Source: an optimization exercise on an open RTL-to-GDS flow (aim: a short achievable clock period and few clock cycles). Production flows keep margins and buffers that such runs may drop. Only simulation tests tie the RTL to the original design; equivalence was not proved. Power figures rest on the tool's default switching activity, not on a simulated workload.

$ cat flow/constraint.sdc
create_clock -name core_clock -period 8.0 [get_ports {clk}]
set_input_delay 1.6000 -clock core_clock [delete_from_list [all_inputs] [get_ports {clk}]]
set_output_delay 1.6000 -clock core_clock [all_outputs]
set_load 0.01 [all_outputs]
$ cat flow/design.v
module MUX2x1(input Sel, input [31:0] A, B, output [31:0] O);
    assign O = (Sel)? B:A;
endmodule
module MUX3x1(input [1:0] Sel, input [31:0] A, B, C, output [31:0] O);
    assign O = (Sel[1])? C:(Sel[0]? B:A);
endmodule
module PREFIX32(input [31:0] g0, input [31:0] p0, output [31:0] c);
    reg [31:0] g, p, gn, pn;
    integer k, i;
    always @* begin
        g = g0;
        p = p0;
        for (k = 1; k < 32; k = k * 2) begin
            for (i = 0; i < 32; i = i + 1) begin
                if (i >= k) begin
                    gn[i] = g[i] | (p[i] & g[i-k]);
                    pn[i] = p[i] & p[i-k];
                end else begin
                    gn[i] = g[i];
                    pn[i] = p[i];
                end
            end
            g = gn;
            p = pn;
        end
    end
    assign c = {g[30:0], 1'b0};
endmodule
module alu_control( ALUCtl, ALUOp, FuncCode);
   input [1:0] ALUOp;
   input [3:0] FuncCode;
   output reg [3:0]ALUCtl;
   always @ (ALUOp, FuncCode) begin
   if (ALUOp==2'b00)  
     ALUCtl <= 2;  
   else if(ALUOp==2'b01) 
       ALUCtl <= 6;  
   else if (ALUOp==2'b10)
      begin
      case(FuncCode)              
	   0: ALUCtl <= 2;  
	   8: ALUCtl <= 6;  
	   7: ALUCtl <= 0;  
	   6: ALUCtl <= 1;  
	   default: ALUCtl <=15;  
       endcase
      end
   else ALUCtl <=15;
   end
endmodule
module IMM_GEN(sign_ex_imm, inst);
   input [31:0]inst;
   output reg [31:0]sign_ex_imm;
   wire [6:0]opcode;
   assign opcode = inst[6:0]; 
   always @ (inst)
   begin
   case (opcode)
	7'd03: sign_ex_imm <= { {20{inst[31]}}, inst[31:20]}; 
	7'd35: sign_ex_imm  <= { {20{inst[31]}}, inst[31:25], inst[11:7]};  
	7'd99: sign_ex_imm  <= { {19{inst[31]}}, inst[31], inst[7],
                                    inst[30:25], inst[11:8], 1'b0}; 
	default: sign_ex_imm <= 32'b0;
   endcase
   end
endmodule
module REGISTER_FILE( input [3:0] Read_Reg1,
                      input [3:0] Read_Reg2,
                      input [3:0] Write_Reg,
                      input [31:0] Write_Data,
                      input Reset,
                      input Clk,
                      input RegWrite,
                      output [31:0] Read_Data1,
                      output [31:0] Read_Data2
                     );
reg [31:0] R [15:1];
integer ind;
assign Read_Data1 = (Read_Reg1 == 4'd0) ? 32'b0 : R[Read_Reg1];
assign Read_Data2 = (Read_Reg2 == 4'd0) ? 32'b0 : R[Read_Reg2];
always @(posedge Clk)
begin
    if (Reset == 1)
    begin
        for (ind = 1; ind < 16; ind = ind + 1)
            if (ind != 14)
                R[ind] <= 32'b0;
            else
                R[ind] <= 32'h1000;
    end
    else if (RegWrite == 1 && Write_Reg != 4'd0)
        R[Write_Reg] <= Write_Data;
end
endmodule
module CONTROL(input [6:0] Opcode, input clk, rst, 
    output reg [1:0] PCSource, ALUOp, ALUSrcB, ALUSrcA,
    output reg PCWriteCond, PCWrite, IorD, MemRead, MemWrite,
        Mem2Reg, IRWrite, RegWrite);
    integer Step;
    always@(posedge clk)
    if(rst) begin 
        {PCSource, ALUOp, ALUSrcB,PCWriteCond, PCWrite, IorD, 
            MemRead, MemWrite, Mem2Reg, IRWrite, ALUSrcA, RegWrite} <= 0;
        Step <= 1;
    end
    else begin
        if (Step == 1)
	    begin
                PCSource <= 0;
                ALUOp <= 0;
                ALUSrcA <= 0;
                ALUSrcB <= 1;
                PCWriteCond <= 0;
                PCWrite <= 1;
                IorD <= 0;
                MemRead <= 1;
                MemWrite <= 0;
                Mem2Reg <= 0;
                IRWrite <= 1;
                RegWrite <= 0;
            end
        else if (Step == 2)
	    begin
                ALUSrcA <= 2;
                ALUSrcB <= 2;
                PCWrite <= 0;
                MemRead <= 0;
                IRWrite <= 0;
            end
        else if (Step == 3)
	    casex(Opcode[6:4])
                3'b0?0: begin
                    ALUSrcA <= 1;
                    ALUSrcB <= 2;
                    ALUOp <= 0;
                end
                3'b011: begin
                    ALUSrcA <= 1;
                    ALUSrcB <= 0;
                    ALUOp <= 2;
                end
                3'b110: begin
                    PCSource <= 1;
                    PCWriteCond <= 1;
                    ALUSrcA <= 1;
                    ALUSrcB <= 0;
                    ALUOp <= 1;
                end
            endcase
        else if (Step == 4)
	    begin
            PCWriteCond <= 0;
	    casex(Opcode[6:4])
                3'b000: begin
                    MemRead <= 1;
                    IorD <= 1;
                end
                3'b010: begin
                    MemWrite <= 1;
                    IorD <= 1;
                end
                3'b011: begin
                    RegWrite <= 1;
                    Mem2Reg <= 0;
                end
            endcase
            end
        else if (Step == 5)
	    begin
            MemWrite <= 0;
            RegWrite <= 0;
	    if(Opcode[6:4] == 3'b000) begin
                RegWrite <= 1;
                Mem2Reg <= 1;
            end
            end
        if (Step == 5) Step <= 1;
        else Step <= Step + 1;
    end
endmodule
module CONNECTED
    (
    input clk, rst,
    input [31:0] mem_rdata,
    output [31:0] mem_addr, mem_wdata,
    output mem_we, mem_re
    );
    reg rst_rf;
    always @(posedge clk) rst_rf <= rst;
    reg [11:0] aout;           
    reg        re_q, we_q;
    reg [31:0] wd_q;
    reg        mcyc;           
    reg        mload;          
    reg [3:0]  mrd;            
    assign mem_addr  = {18'b0, aout, 2'b00};
    assign mem_re    = re_q;
    assign mem_we    = we_q;
    assign mem_wdata = wd_q;
    reg [11:0] fa;             
    wire [31:0] fw = mem_rdata;
    wire predT_F = (fw[6:4] == 3'b110) & ((fw[19:15] == fw[24:20]) | fw[31]);
    wire [11:0] offF = {fw[31], fw[31], fw[7], fw[30:25], fw[11:9]};
    wire [11:0] tgtF = fa + offF;
    reg [31:0] ir;
    reg [11:0] pcD;
    reg [11:0] pcD1;           
    reg        vD;
    wire [6:0] opD  = ir[6:0];
    wire [3:0] rs1D = ir[18:15];
    wire [3:0] rs2D = ir[23:20];
    wire [3:0] rdD  = ir[10:7];
    wire isR_D  = (opD[6:4] == 3'b011);
    wire isLW_D = (opD[6:4] == 3'b000);
    wire isSW_D = (opD[6:4] == 3'b010);
    wire isBQ_D = (opD[6:4] == 3'b110);
    wire [11:0] immI = ir[31:20];
    wire [11:0] immS = {ir[31:25], ir[11:7]};
    wire [31:0] immD = {{20{isSW_D ? immS[11] : immI[11]}}, isSW_D ? immS : immI};
    wire [11:0] offB = {ir[31], ir[31], ir[7], ir[30:25], ir[11:9]};
    wire predT_D = isBQ_D & ((ir[19:15] == ir[24:20]) | ir[31]);
    wire [11:0] altD = predT_D ? pcD1 : pcD + offB;
    wire andD = isR_D & (ir[14:12] == 3'b111);
    wire orD  = isR_D & (ir[14:12] == 3'b110);
    wire subD = isR_D & ~andD & ~orD & ir[30];
    wire immSelD = isLW_D | isSW_D;
    wire [31:0] rf_a, rf_b;
    wire [31:0] wdata;
    wire [3:0]  wreg;
    wire        wen;
    REGISTER_FILE register_file(.Read_Reg1(rs1D), .Read_Reg2(rs2D), .Write_Reg(wreg),
        .Write_Data(wdata), .Reset(rst_rf), .Clk(clk), .RegWrite(wen),
        .Read_Data1(rf_a), .Read_Data2(rf_b));
    reg        vE;
    reg        isR_E, isLW_E, isSW_E, isBQ_E;
    reg        predE;
    reg [11:0] altE;           
    reg [3:0]  rdE;
    reg        wrE;            
    reg        subE, andE, orE, immSelE;
    reg [31:0] immE;
    reg [31:0] Araw, Braw;     
    reg        ldA, ldB;       
    reg [31:0] g0, p0;         
    wire [31:0] cy;
    PREFIX32 carry(.g0(g0), .p0(p0), .c(cy));
    wire [31:0] sum  = p0 ^ cy;
    wire [31:0] resE = andE ? g0 : orE ? (g0 | p0) : subE ? ~sum : sum;
    wire [11:0] daddr = sum[13:2];
    wire eq      = ~|p0;
    wire mispE   = vE & isBQ_E & (eq != predE);
    wire memE    = vE & (isLW_E | isSW_E);
    wire fA = vE & isR_E & wrE & (rdE == rs1D);
    wire fB = vE & isR_E & wrE & (rdE == rs2D);
    wire [31:0] opA = fA ? resE : rf_a;
    wire [31:0] opB = fB ? resE : rf_b;
    assign wdata = mcyc ? mem_rdata : resE;
    assign wreg  = mcyc ? mrd : rdE;
    assign wen   = mcyc ? mload : (vE & isR_E & wrE);
    wire [31:0] xA   = mcyc ? (ldA ? mem_rdata : Araw) : opA;
    wire [31:0] xB   = mcyc ? (ldB ? mem_rdata : Braw) : opB;
    wire        xsub = mcyc ? subE : subD;
    wire        ximm = mcyc ? immSelE : immSelD;
    wire [31:0] xI   = mcyc ? immE : immD;
    wire [31:0] aIn  = xA ^ {32{xsub}};
    wire [31:0] bIn  = ximm ? xI : xB;
    wire [11:0] fa_seq  = predT_F ? tgtF : fa + 12'd1;
    wire [11:0] fa_next = mispE ? altE : fa_seq;
    wire [11:0] aout_next = mispE ? altE : (memE ? daddr : fa_seq);
    always @(posedge clk) begin
        if (rst) begin
            aout <= 12'd0;
            re_q <= 1'b1;
            we_q <= 1'b0;
            mcyc <= 1'b0;
            mload <= 1'b0;
            fa <= 12'd0;
            vD <= 1'b0;
            vE <= 1'b0;
        end else if (mcyc) begin
            mcyc <= 1'b0;
            re_q <= 1'b1;
            we_q <= 1'b0;
            aout <= fa;
        end else begin
            fa   <= fa_next;
            mcyc <= memE;
            mload <= vE & isLW_E & wrE;
            re_q <= ~(vE & isSW_E);
            we_q <= vE & isSW_E;
            aout <= aout_next;
            vD <= ~mispE;
            vE <= vD & ~mispE;
        end
    end
    always @(posedge clk) begin
        g0   <= aIn & bIn;
        p0   <= aIn ^ bIn;
        Araw <= xA;
        Braw <= xB;
        if (!mcyc) begin
            ir  <= mem_rdata;
            pcD <= fa;
            pcD1 <= fa + 12'd1;
            isR_E  <= isR_D;
            isLW_E <= isLW_D;
            isSW_E <= isSW_D;
            isBQ_E <= isBQ_D;
            predE  <= predT_D;
            altE   <= altD;
            rdE    <= rdD;
            wrE    <= (isR_D | isLW_D) & (rdD != 4'd0);
            subE   <= subD;
            andE   <= andD;
            orE    <= orD;
            immSelE <= immSelD;
            immE   <= immD;
            ldA    <= vE & isLW_E & wrE & (rdE == rs1D);
            ldB    <= vE & isLW_E & wrE & (rdE == rs2D);
            mrd    <= rdE;
            wd_q   <= Braw;
        end
    end
endmodule
$ cat flow/run.sh
#!/bin/bash
# synth_recipe.tcl (not shown) runs the flow's synth.tcl, then flattens the netlist and writes it again
# the make line also repeats each setting of config.mk as NAME=value (left out here)
make -C /OpenROAD-flow-scripts/flow DESIGN_CONFIG=/design/flow/config.mk WORK_HOME=/design/flow/orfs CLKGATE_MAP_FILE= SYNTH_SCRIPT=/design/flow/synth_recipe.tcl finish
$ cat flow/config.mk
export PLATFORM = sky130hd
export DESIGN_NAME = CONNECTED
export DESIGN_NICKNAME = CONNECTED
export VERILOG_FILES = /design/flow/design.v
export SDC_FILE = /design/flow/constraint.sdc
export NUM_CORES = 4
export LEC_CHECK = 0
export ABC_CLOCK_PERIOD_IN_PS = 2500
export CAP_MARGIN = 20
export CORE_MARGIN = 2
export CORE_UTILIZATION = 40
export PLACE_DENSITY = 0.6
export SETUP_SLACK_MARGIN = 5
export SLEW_MARGIN = 20
==> metrics.log, run 1 <==
INFO  metric cp_data_arrival_time = about 3.8 ns
INFO  metric layout-area-overhead-vs-synth = 25.73%
INFO  metric post_dr_wirelength_cell = approximately 30 um
INFO  metric cts_tree = yes
INFO  metric syn-mean-instance-area = about 12 sq um
INFO  metric r2r_start = andE
INFO  metric io-pin-count = 100
INFO  metric final.hold.worst_slack = between 0.4 and 0.5 ns
INFO  metric fin_skew = between 0.04 and 0.05 ns
INFO  metric drtIter0Drc = 4,362
INFO  metric rows = between 100 and 150
INFO  metric reg2regPathDepth = 8
INFO  metric clockRootBuffer = clkbuf_16
INFO  metric post-synth-top-area-fraction = 0.4378
INFO  metric postRouteWirelength = between 150,000 and 200,000 um
INFO  metric hp-class = flip-flop to flip-flop
INFO  metric report.final.hold_viol_count = 0
INFO  metric finalSetupViolCount = 0
INFO  metric worstMarginPinSlew = around 1.1 ns
INFO  metric ranking_of_synthesized_cells_by_instance_count = 622 x edfxtp_1, 602 x nor2_1, 268 x mux4_2
INFO  metric critical-path-slowest-cell = nor2_1
INFO  metric ant_nets = 0
INFO  metric htree_depth = 3
INFO  metric cts.hold.buffers_added = 0
INFO  metric syn_inst = ~3,500
INFO  metric route.vias.total = between 30,000 and 40,000
INFO  metric synthTopCellsByArea = edfxtp_1 44%, mux4_2 14%, dfxtp_1 9.6%
INFO  metric finalPower = 0.01415 W
INFO  metric critPathMaxStageDelay = between 0.9 and 1 ns
INFO  metric insertion_delay = just under 0.7 ns
INFO  metric finish.utilization = 0.5081
INFO  metric synth-async-reset-ratio = 0
INFO  metric cp_common_cell = buf_4
INFO  metric holdCritStartpoint = Braw[30]
INFO  metric finalCriticalPeriod = ~3.3 ns
INFO  metric seq_area_frac_synth = 0.5340
INFO  metric synth.most_common_cell = edfxtp_1
INFO  metric regArea = about 23,000 sq um
INFO  metric worstPathMaxFanout = 14
INFO  metric dp.final_hpwl = around 84,000 um
INFO  metric synth_edf_count = 622
INFO  metric crit_path_end_kind = flip-flop
INFO  metric post_synth_num_cell_types = 91
INFO  metric synth.largest_area_cell = edfxtp_1
INFO  metric timing.max_slew.rel_slack = 0.2721
INFO  metric worstSetupPathType = flip-flop to flip-flop
INFO  metric ratio_of_cells_with_drive_above_1_in_the_final_layout = 0.3375
INFO  metric critical_path.cell_chain = buf_4, buf_4, clkinvlp_4, nor2_1, o41ai_2, a21boi_2, mux2_4, ha_4
INFO  metric timing.final.crit_share = 0.4079
INFO  metric die_width = 330.6 um
INFO  metric ratio_of_total_power_to_cell_area = between 200 and 300 nW/um^2
INFO  metric placement.io_buffers = 79
INFO  metric power.static_leakage = around 20 nW
INFO  metric drv_slew = 0
INFO  metric grt_pass1_wl = approximately 210,000 um
INFO  metric timing.critical_path.buf_inv = 3
INFO  metric drt-vias-per-instance = slightly above 6
INFO  metric clock_sinks = between 800 and 900
INFO  metric postSynthRegisterBits = about 830
INFO  metric groute.usage.overall = 0.2708
INFO  metric cp.depth = 8
INFO  metric rsz0062_at_grt = yes
INFO  metric finalNetCount = 3,811
INFO  metric startpoint_type = flip-flop
INFO  metric placeableCoreArea = approximately 110,000 sq um
INFO  metric route.detailed.drc = 0
INFO  metric grt_max_degree = 76
INFO  metric crit_required = roughly 8.6 ns
INFO  metric multiInputGateArea = between 20,000 and 25,000 sq um
INFO  metric path_delay_family = simple AND/OR/NAND/NOR gates
INFO  metric clk_pin_slew_worst_paths = ~0.060 ns
INFO  metric dp.cells = about 4,800
INFO  metric yosys_warnings = 3
INFO  metric synth.cell_area = roughly 43,000 sq um
INFO  metric cts.path.max_buffers = 3
INFO  metric fp.dieH = approximately 330 um
INFO  metric hold_crit_depth = 0
INFO  metric fp.dieArea = 109,300 sq um
INFO  metric ir_worst_vdd = ~0.16 mV
INFO  metric outcome = no timing/DRC/antenna violations
INFO  metric final.fill_count = 8,867
INFO  metric synth-main-ff-cell = edfxtp_1
INFO  metric start_util = 0.4041
INFO  metric number_of_antenna_violations_at_the_first_check_in_global_routing = 1
INFO  metric finalNonFillerCells = approximately 5,200
INFO  metric grt_pass1_vias = approximately 30,000
INFO  metric timing.fmax = 0.3065 GHz
INFO  metric cts-buffers-inserted = between 80 and 90
INFO  metric detailed_router_iteration_count_before_antenna_repair = 7
INFO  metric tns = 0 ns
INFO  metric maxCapViolCount = 0
INFO  metric globalplace.congestion = 0.9359
INFO  metric critical_path.startpoint = andE
INFO  metric globalRoute.totalOverflow = 0
## metrics by stage
| step | setup WS (ns) | cell area (sq um) |
|---|---|---|
| after floorplan | 4.560 | 42950 |
| after global placement | 3.580 | 45120 |
| after detailed placement | 3.548 | 45120 |
| after CTS | 4.863 | 50840 |
| after global routing | 4.743 | 53630 |
| final | 4.737 | 53640 |
## layout make-up
class | count | share of cell area
clock inverter | 43 | 0.006462
timing repair inverter | 2 | 0.0002799
clock buffer | 122 | 0.04672
antenna | 2 | 0.00009331
multi-input combinational | 2294 | 0.3947
timing repair buffer | 416 | 0.08547
inverter | 89 | 0.006578
sequential | 827 | 0.4272
tap | 1391 | 0.03245
## layer usage
layer  GRT usage  up-vias  part of all wire
met5           0        -                 0
met4      0.1256        0             0.049
met3     0.05737      377              0.11
met2      0.4330     1922              0.47
met1      0.3536    16180              0.38
li1            -    13450                 -
## cells by family (layout without fill, tap and decap cells)
kind of cell / after synthesis / count (layout) / share of synthesized area
buf+inv: 388 / 672 / 0.03766
flops: 827 / 827 / 0.5340
compound gates: 563 / 564 / 0.09127
other cells: 1 / 54 / 0.00008790
fa+ha+maj: 58 / 58 / 0.01736
mux: 462 / 462 / 0.1887
xor+xnor: 115 / 115 / 0.02475
simple gates: 1039 / 1043 / 0.1061
## flip-flops by register name, indices dropped and copies added (netlist names), 4 cells and up, named ones only
register / count
register_file.R: 512
rdE: 4
p0: 32
fa: 12
wd_q: 32
g0: 32
altE: 12
Araw: 32
ir: 28
mrd: 4
Braw: 32
pcD: 12
immE: 32
aout: 12
pcD1: 12
## placed cells by master (no fill, tap or decap), types with 20 or more instances in the layout
| cell type | netlist | layout |
|---|---|---|
| o21ai_0 | 73 | 49 |
| mux2_2 | 58 | 48 |
| conb_1 | 1 | 52 |
| dlygate4sd2_1 | 0 | 46 |
| dfxtp_4 | 0 | 30 |
| clkbuf_1 | 208 | 22 |
| mux2i_1 | 136 | 123 |
| nand2_1 | 169 | 152 |
| a21oi_1 | 142 | 103 |
| a21oi_2 | 2 | 29 |
| edfxtp_1 | 622 | 622 |
| dfxtp_1 | 205 | 160 |
| nor2b_1 | 59 | 55 |
| nor2_1 | 602 | 520 |
| a211oi_1 | 101 | 56 |
| o211ai_1 | 23 | 23 |
| nor3_1 | 44 | 33 |
| xnor2_1 | 65 | 51 |
| buf_6 | 2 | 59 |
| mux4_2 | 268 | 268 |
| clkbuf_16 | 0 | 100 |
| buf_12 | 0 | 46 |
| xor2_1 | 46 | 38 |
| buf_4 | 23 | 196 |
| a211oi_2 | 1 | 40 |
| ha_1 | 56 | 38 |
| nand3_1 | 29 | 23 |
| inv_1 | 88 | 78 |
| nor2_4 | 1 | 73 |
| nand2b_4 | 0 | 20 |
## final timing paths
check | end | slack, ns
worst max-delay path | p0[28] | 4.74
worst min-delay path | wd_q[30] | 0.43
worst max register to register | p0[28] | 4.74
worst min register to register | wd_q[30] | 0.43
## worst register-to-register path, delay by kind of cell (launching register included)
family	cells	cell delay, ns
AND/OR/NAND/NOR	1	0.92
adder cells (fa/ha/maj)	1	0.23
flip-flops	1	0.46
buffers and inverters	3	0.85
AO/OA/AOI/OAI	2	0.38
multiplexers	1	0.29
## what timing repair did
item	CTS	global route
gates resized for setup	442	440
gates cloned	16	16
pin swaps	92	168
setup buffers	130	91
endpoints found under the setup margin	1226	820
## power by group
| group | switching (W) | internal [W] |
|---|---|---|
| Combinational | 0.00264 | 0.00189 |
| Sequential | 0.000431 | 0.00507 |
| Clock | 0.00176 | 0.00235 |
| Total | 0.00483 | 0.00932 |
Testbench counts, summed over its fixed seeds: cycles 88,240.
==> inputs of run 2 (changes only) <==
--- a/flow/design.v
+++ b/flow/design.v
@@ -68,9 +68,12 @@
                       input [3:0] Read_Reg2,
                       input [3:0] Write_Reg,
                       input [31:0] Write_Data,
+                      input RegWrite,
+                      input [3:0] Write_Reg2,
+                      input [31:0] Write_Data2,
+                      input RegWrite2,
                       input Reset,
                       input Clk,
-                      input RegWrite,
                       output [31:0] Read_Data1,
                       output [31:0] Read_Data2
                      );
@@ -80,16 +83,13 @@
 assign Read_Data2 = (Read_Reg2 == 4'd0) ? 32'b0 : R[Read_Reg2];
 always @(posedge Clk)
 begin
-    if (Reset == 1)
-    begin
-        for (ind = 1; ind < 16; ind = ind + 1)
-            if (ind != 14)
-                R[ind] <= 32'b0;
-            else
-                R[ind] <= 32'h1000;
-    end
-    else if (RegWrite == 1 && Write_Reg != 4'd0)
-        R[Write_Reg] <= Write_Data;
+    for (ind = 1; ind < 16; ind = ind + 1)
+        if (Reset == 1)
+            R[ind] <= (ind == 14) ? 32'h1000 : 32'b0;
+        else if (RegWrite == 1 && Write_Reg == ind)
+            R[ind] <= Write_Data;
+        else if (RegWrite2 == 1 && Write_Reg2 == ind)
+            R[ind] <= Write_Data2;
 end
 endmodule
 module CONTROL(input [6:0] Opcode, input clk, rst, 
@@ -185,6 +185,8 @@
     output [31:0] mem_addr, mem_wdata,
     output mem_we, mem_re
     );
+    localparam CB = 4;                  
+    localparam CN = 1 << CB;
     reg rst_rf;
     always @(posedge clk) rst_rf <= rst;
     reg [11:0] aout;           
@@ -202,6 +204,16 @@
     wire predT_F = (fw[6:4] == 3'b110) & ((fw[19:15] == fw[24:20]) | fw[31]);
     wire [11:0] offF = {fw[31], fw[31], fw[7], fw[30:25], fw[11:9]};
     wire [11:0] tgtF = fa + offF;
+    reg          c_v   [0:CN-1];
+    reg [11-CB:0] c_tag [0:CN-1];
+    reg [31:0]   c_ins [0:CN-1];
+    reg          c_pt  [0:CN-1];
+    reg [11:0]   c_tgt [0:CN-1];
+    wire [CB-1:0] cidx = fa[CB-1:0];
+    wire chit = c_v[cidx] & (c_tag[cidx] == fa[11:CB]);
+    wire [31:0] fins = mcyc ? c_ins[cidx] : fw;
+    wire        fpt  = mcyc ? c_pt[cidx]  : predT_F;
+    wire [11:0] ftgt = mcyc ? c_tgt[cidx] : tgtF;
     reg [31:0] ir;
     reg [11:0] pcD;
     reg [11:0] pcD1;           
@@ -224,13 +236,6 @@
     wire orD  = isR_D & (ir[14:12] == 3'b110);
     wire subD = isR_D & ~andD & ~orD & ir[30];
     wire immSelD = isLW_D | isSW_D;
-    wire [31:0] rf_a, rf_b;
-    wire [31:0] wdata;
-    wire [3:0]  wreg;
-    wire        wen;
-    REGISTER_FILE register_file(.Read_Reg1(rs1D), .Read_Reg2(rs2D), .Write_Reg(wreg),
-        .Write_Data(wdata), .Reset(rst_rf), .Clk(clk), .RegWrite(wen),
-        .Read_Data1(rf_a), .Read_Data2(rf_b));
     reg        vE;
     reg        isR_E, isLW_E, isSW_E, isBQ_E;
     reg        predE;
@@ -248,25 +253,34 @@
     wire [31:0] resE = andE ? g0 : orE ? (g0 | p0) : subE ? ~sum : sum;
     wire [11:0] daddr = sum[13:2];
     wire eq      = ~|p0;
-    wire mispE   = vE & isBQ_E & (eq != predE);
-    wire memE    = vE & (isLW_E | isSW_E);
+    wire stallE  = mcyc & (ldA | ldB);
+    wire exE     = vE & ~stallE;
+    wire mispE   = exE & isBQ_E & (eq != predE);
+    wire memE    = exE & (isLW_E | isSW_E);
+    wire [31:0] rf_a, rf_b;
+    REGISTER_FILE register_file(.Read_Reg1(rs1D), .Read_Reg2(rs2D),
+        .Write_Reg(rdE), .Write_Data(resE), .RegWrite(exE & isR_E & wrE),
+        .Write_Reg2(mrd), .Write_Data2(mem_rdata), .RegWrite2(mcyc & mload),
+        .Reset(rst_rf), .Clk(clk), .Read_Data1(rf_a), .Read_Data2(rf_b));
     wire fA = vE & isR_E & wrE & (rdE == rs1D);
     wire fB = vE & isR_E & wrE & (rdE == rs2D);
-    wire [31:0] opA = fA ? resE : rf_a;
-    wire [31:0] opB = fB ? resE : rf_b;
-    assign wdata = mcyc ? mem_rdata : resE;
-    assign wreg  = mcyc ? mrd : rdE;
-    assign wen   = mcyc ? mload : (vE & isR_E & wrE);
-    wire [31:0] xA   = mcyc ? (ldA ? mem_rdata : Araw) : opA;
-    wire [31:0] xB   = mcyc ? (ldB ? mem_rdata : Braw) : opB;
-    wire        xsub = mcyc ? subE : subD;
-    wire        ximm = mcyc ? immSelE : immSelD;
-    wire [31:0] xI   = mcyc ? immE : immD;
+    wire mA = mcyc & mload & (mrd == rs1D);
+    wire mB = mcyc & mload & (mrd == rs2D);
+    wire [31:0] opA = fA ? resE : mA ? mem_rdata : rf_a;
+    wire [31:0] opB = fB ? resE : mB ? mem_rdata : rf_b;
+    wire [31:0] xA   = stallE ? (ldA ? mem_rdata : Araw) : opA;
+    wire [31:0] xB   = stallE ? (ldB ? mem_rdata : Braw) : opB;
+    wire        xsub = stallE ? subE : subD;
+    wire        ximm = stallE ? immSelE : immSelD;
+    wire [31:0] xI   = stallE ? immE : immD;
     wire [31:0] aIn  = xA ^ {32{xsub}};
     wire [31:0] bIn  = ximm ? xI : xB;
-    wire [11:0] fa_seq  = predT_F ? tgtF : fa + 12'd1;
+    wire moveD   = ~stallE;
+    wire fetch   = (~mcyc | chit) & (moveD | ~vD);
+    wire [11:0] fa_seq  = fetch ? (fpt ? ftgt : fa + 12'd1) : fa;
     wire [11:0] fa_next = mispE ? altE : fa_seq;
     wire [11:0] aout_next = mispE ? altE : (memE ? daddr : fa_seq);
+    integer ci;
     always @(posedge clk) begin
         if (rst) begin
             aout <= 12'd0;
@@ -277,31 +291,40 @@
             fa <= 12'd0;
             vD <= 1'b0;
             vE <= 1'b0;
-        end else if (mcyc) begin
-            mcyc <= 1'b0;
-            re_q <= 1'b1;
-            we_q <= 1'b0;
-            aout <= fa;
+            for (ci = 0; ci < CN; ci = ci + 1) c_v[ci] <= 1'b0;
         end else begin
-            fa   <= fa_next;
-            mcyc <= memE;
-            mload <= vE & isLW_E & wrE;
-            re_q <= ~(vE & isSW_E);
-            we_q <= vE & isSW_E;
-            aout <= aout_next;
-            vD <= ~mispE;
-            vE <= vD & ~mispE;
+            fa    <= fa_next;
+            aout  <= aout_next;
+            mcyc  <= memE;
+            mload <= memE & isLW_E & wrE;
+            re_q  <= ~(memE & isSW_E);
+            we_q  <= memE & isSW_E;
+            vD    <= ~mispE & (fetch | (vD & ~moveD));
+            vE    <= stallE ? vE : (vD & ~mispE);
+            if (~mcyc) c_v[cidx] <= 1'b1;
         end
     end
     always @(posedge clk) begin
+        if (~mcyc) begin
+            c_tag[cidx] <= fa[11:CB];
+            c_ins[cidx] <= fw;
+            c_pt[cidx]  <= predT_F;
+            c_tgt[cidx] <= tgtF;
+        end
+        if (fetch) begin
+            ir   <= fins;
+            pcD  <= fa;
+            pcD1 <= fa + 12'd1;
+        end
         g0   <= aIn & bIn;
         p0   <= aIn ^ bIn;
         Araw <= xA;
         Braw <= xB;
-        if (!mcyc) begin
-            ir  <= mem_rdata;
-            pcD <= fa;
-            pcD1 <= fa + 12'd1;
+        if (memE) begin
+            mrd  <= rdE;
+            wd_q <= Braw;
+        end
+        if (moveD) begin
             isR_E  <= isR_D;
             isLW_E <= isLW_D;
             isSW_E <= isSW_D;
@@ -315,10 +338,8 @@
             orE    <= orD;
             immSelE <= immSelD;
             immE   <= immD;
-            ldA    <= vE & isLW_E & wrE & (rdE == rs1D);
-            ldB    <= vE & isLW_E & wrE & (rdE == rs2D);
-            mrd    <= rdE;
-            wd_q   <= Braw;
+            ldA    <= vD & memE & isLW_E & wrE & (rdE == rs1D);
+            ldB    <= vD & memE & isLW_E & wrE & (rdE == rs2D);
         end
     end
 endmodule
==> run 2 against run 1 <==
- synthesized cell count grew 81%
- register-to-register slack worse by 0.13 ns
- cell area increased by 74%
- first-iteration DRC count increased to 2.9 times the previous value
- synthesized area rose by 75%
- clock skew shrank 0.015 ns
- critical path type unchanged
==> metrics.log, run 2 <==
INFO  metric largest_registers = register_file.R (480), c_ins (448), c_tgt (192)
INFO  metric fp.dieArea = 190,600 sq um (+74%)
INFO  metric layout-area-overhead-vs-synth = 24.66%
INFO  metric syn_inst = 6,253 (+81%)
INFO  metric crit_required = 8.71 ns (+0.16 ns)
INFO  metric r2r_endpoint = p0[7]
INFO  metric post_dr_wirelength_cell = 35.12 um (+18%)
INFO  metric placement.io_buffers = 79 (unchanged)
INFO  metric cts-buffers-inserted = 164 (+84%)
INFO  metric io-pin-count = 100 (unchanged)
INFO  metric critical-path-slowest-cell = edfxtp_1
INFO  metric synth-async-reset-ratio = 0 (unchanged)
INFO  metric largest_reg_flops = 480 (-6.3%)
INFO  metric postSynthRegisterBits = 1,587 (+92%)
INFO  metric report.final.hold_viol_count = 0 (unchanged)
INFO  metric r2r_start = ir[17]
INFO  metric die_width = 436.6 um (+32%)
INFO  metric placeableCoreArea = 185,600 sq um (+76%)
INFO  metric hp-class = flip-flop to flip-flop
INFO  metric ratio_of_total_power_to_cell_area = 220.3 nW/um^2 (-16%)
INFO  metric reg2regPathDepth = 16 (+8)
INFO  metric synth.most_common_cell = edfxtp_1
INFO  metric route.vias.total = 63,110 (+98%)
INFO  metric rsz0062_at_grt = yes
INFO  metric post-synth-top-area-fraction = 0.3603 (-0.07751)
INFO  metric detailed_router_iteration_count_before_antenna_repair = 17 (+10)
INFO  metric synthTopCellsByArea = edfxtp_1 36%, dfxtp_1 18%, mux4_2 6.7%
INFO  metric route.detailed.drc = 0 (unchanged)
INFO  metric synth_edf_count = 898 (+44%)
INFO  metric tns = 0 ns (unchanged)
INFO  metric ratio_of_cells_with_drive_above_1_in_the_final_layout = 0.2787 (-0.05873)
INFO  metric power.static_leakage = 32.40 nW (+62%)
INFO  metric ranking_of_synthesized_cells_by_instance_count = 898 x edfxtp_1, 689 x dfxtp_1, 579 x a211oi_1, 579 x nor2_1, 474 x mux2i_1
INFO  metric synth.largest_area_cell = edfxtp_1
INFO  metric clk_pin_slew_worst_paths = 0.06 ns (about the same)
INFO  metric ant_nets = 0 (unchanged)
INFO  metric timing.max_slew.rel_slack = 0.1258 (-0.1463)
INFO  metric finalNetCount = 6,612 (+73%)
INFO  metric seq_area_frac_synth = 0.5446 (+0.01060)
INFO  metric globalplace.congestion = 0.9548 (+2.0%)
INFO  metric insertion_delay = 0.84 ns (+0.16 ns)
INFO  metric finalSetupViolCount = 0 (unchanged)
INFO  metric cp_common_cell = buf_6
INFO  metric maxCapViolCount = 0 (unchanged)
INFO  metric cts.hold.buffers_added = 0 (unchanged)
INFO  metric dp.cells = 8,376 (+76%)
INFO  metric grt_pass1_wl = 431,900 um (+100%)
INFO  metric critical_path.cell_chain = buf_6, buf_6, buf_6, nor4bb_4, buf_6, buf_12, buf_16, a22oi_2, nand4_1, nor2_2, nor3_2, a211o_1, o211ai_1, o21ai_2, xnor2_1, ha_2
INFO  metric cts.path.max_buffers = 3 (unchanged)
INFO  metric worst-r2r-setup-slack = 4.61 ns (-0.13 ns)
INFO  metric holdCritStartpoint = Braw[27]
INFO  metric finalNonFillerCells = 9,144 (+76%)
INFO  metric number_of_antenna_violations_at_the_first_check_in_global_routing = 25 (+24)
INFO  metric globalRoute.totalOverflow = 0 (unchanged)
INFO  metric timing.fmax = 0.2949 GHz (-3.8%)
INFO  metric startpoint_type = flip-flop
INFO  metric cp_data_arrival_time = 4.10 ns (+0.29 ns)
INFO  metric hold_crit_depth = 0 (unchanged)
INFO  metric worstMarginPinSlew = 1.311 ns (+0.2235 ns)
INFO  metric crit_path_end_kind = flip-flop
INFO  metric worstSetupPathType = flip-flop to flip-flop
INFO  metric timing.final.crit_share = 0.4239 (+0.01599)
INFO  metric finish.utilization = 0.5026 (-0.005521)
INFO  metric cts_tree = yes
INFO  metric most-common-layout-cells = 898 x edfxtp_1, 650 x dfxtp_1, 555 x a211oi_1
INFO  metric clock_sinks = 1,587 (+92%)
INFO  metric detailedPlace.worstSlack = 2.877 ns (-0.6708 ns)
INFO  metric fin_skew = 0.03000 ns (-0.01494 ns)
INFO  metric post_synth_num_cell_types = 100 (+9.9%)
INFO  metric finalCriticalPeriod = 3.391 ns (+0.1279 ns)
INFO  metric syn-mean-instance-area = 11.97 sq um (-3.1%)
INFO  metric drt-vias-per-instance = 6.902 (+12%)
INFO  metric yosys_warnings = 36 (+33)
INFO  metric outcome = no timing/DRC/antenna violations
INFO  metric synth.cell_area = 74,840 sq um (+75%)
INFO  metric groute.usage.overall = 0.3136 (+0.04281)
INFO  metric most_common_cell_after_layout_fill_and_taps_aside = edfxtp_1
INFO  metric clockRootBuffer = clkbuf_16
INFO  metric worst_hold_path.endpoint = wd_q[27]
INFO  metric ir_worst_vdd = 0.1701 mV (+3.5%)
INFO  metric grt_pass1_vias = 57,460 (+90%)
INFO  metric critPathMaxStageDelay = 0.41 ns (-0.51 ns)
INFO  metric htree_depth = 4 (+1)
INFO  metric fp.dieH = 436.6 um (+32%)
INFO  metric drv_slew = 0 (unchanged)
INFO  metric path_delay_family = buffers and inverters
INFO  metric synth-main-ff-cell = edfxtp_1
INFO  metric start_util = 0.4032 (-0.0009574)
INFO  metric worstPathMaxFanout = 8 (-6)
INFO  metric finalPower = 0.02055 W (+45%)
INFO  metric rows = 158 (+33%)
INFO  metric drtIter0Drc = 12,490 (+190%)
INFO  metric dp.final_hpwl = 161,600 um (+93%)
INFO  metric worst_slack = 4.609 ns (-0.1279 ns)
INFO  metric top_register = register_file.R
INFO  metric timing.critical_path.buf_inv = 6 (+3)
INFO  metric grt_max_degree = 208 (+170%)
INFO  metric postRouteWirelength = 321,100 um (+110%)
## run 2: cell count changes after synthesis, sizes merged, moves of 88 or more
cell	delta
dfxtp	+484
a22oi	+318
clkbuf	+242
a211oi	+481
buf	+109
a21oi	+88
nand3	+105
edfxtp	+276
mux2i	+338
## run 2: timing repair
item,CTS,global route
buffers inserted,224,159
cloned,43,29
endpoints found under the setup margin,1602,667
gates resized for setup,835,424
pin swaps,153,298
## run 2: logic make-up (layout without fill, tap and decap cells)
group	after synthesis	after routing	share of synthesized area
AO/OA/AOI/OAI	1628	1629	0.1574
XOR/XNOR	128	128	0.01627
adder cells (fa/ha/maj)	61	61	0.01040
buffers and inverters	714	1082	0.03952
flip-flops	1587	1587	0.5446
multiplexers	817	817	0.1495
other	1	36	0.00005011
AND/OR/NAND/NOR	1317	1324	0.08232
## run 2: layout make-up
cell class / count / area [sq um]
clock buffer: 216 / 4556
fill: 15570 / 92340
clock inverter: 81 / 688.2
multi-input combinational: 3979 / 35000
tap: 2480 / 3103
timing repair inverter: 2 / 17.52
sequential: 1587 / 40850
antenna: 16 / 40.04
timing repair buffer: 719 / 8761
inverter: 64 / 276.5
## run 2: stage by stage
step,cell area [sq um],hold WS [ns]
after floorplan,75350,0.4005
after global placement,78310,0.4128
after detailed placement,78330,0.4173
after CTS,89290,0.4344
after global routing,93260,0.4446
final,93290,0.4329
## run 2: how the worst max path moves through the flow
| stage | from | to | slack (ns) | depth (start not counted) |
|---|---|---|---|---|
| 5_1_grt | ir[23] | p0[12] | 4.63 | 12 |
| 2_1_floorplan | mem_rdata[9] | aout[8] | 4.39 | 11 |
| 4_1_cts | wd_q[5] | mem_wdata[5] | 4.79 | 1 |
| 3_5_place_dp | mem_rdata[18] | aout[0] | 2.88 | 10 |
| 6_report | ir[17] | p0[7] | 4.61 | 16 |
| 3_3_place_gp | mem_rdata[18] | aout[0] | 2.94 | 10 |
## run 2: per-layer routing
metal / GRT usage / wire length (um) / vias to the layer above
met1: 0.4104 / 116500 / 30960
met5: 0.007560 / 241 / -
li1: - / - / 24850
met2: 0.4463 / 131900 / 5601
met4: 0.1864 / 25150 / 12
met3: 0.1082 / 47350 / 1685
## run 2: power breakdown
| part | switching (W) | internal (W) | total [W] | leakage [nW] |
|---|---|---|---|---|
| clock network | 0.00340 | 0.00427 | 0.00768 | 2.55 |
| logic | 0.00222 | 0.00141 | 0.00363 | 15.9 |
| registers | 0.000228 | 0.00902 | 0.00925 | 14.0 |
| total | 0.00585 | 0.0147 | 0.0206 | 32.4 |
Testbench counts of run 2, summed over its fixed seeds: cycles 80,955.

## what the ideal ports hide
No port has a modelled driver above. Below, the same layouts with a new extraction and two added sets of constraints. Step 1 assumes that a clkbuf_16 drives the clock port and a buf_2 every other input. Step 2 times the ports against the registers' clock, not the clock port: input delays grow and output delays shrink by t, the midpoint of the rising clock arrivals with the driver on. Slacks: ideal / step 1 / step 2; pairs: ideal / step 1.
run	t (ns)	setup slack, ns	hold slack, ns	worst setup path after step 2	clock arrival spread, ns
run 1	0.741	4.737 / 4.737 / 4.228	0.426 / 0.426 / 0.426	input to register	0.046 / 0.046
run 2	0.905	4.609 / 4.609 / 3.861	0.433 / 0.433 / 0.433	input to register	0.031 / 0.031
After both steps every run listed still meets setup and hold. The setup slack of run 2, which loses most, moves by 0.000 ns with the drivers and by -0.748 ns with both steps.
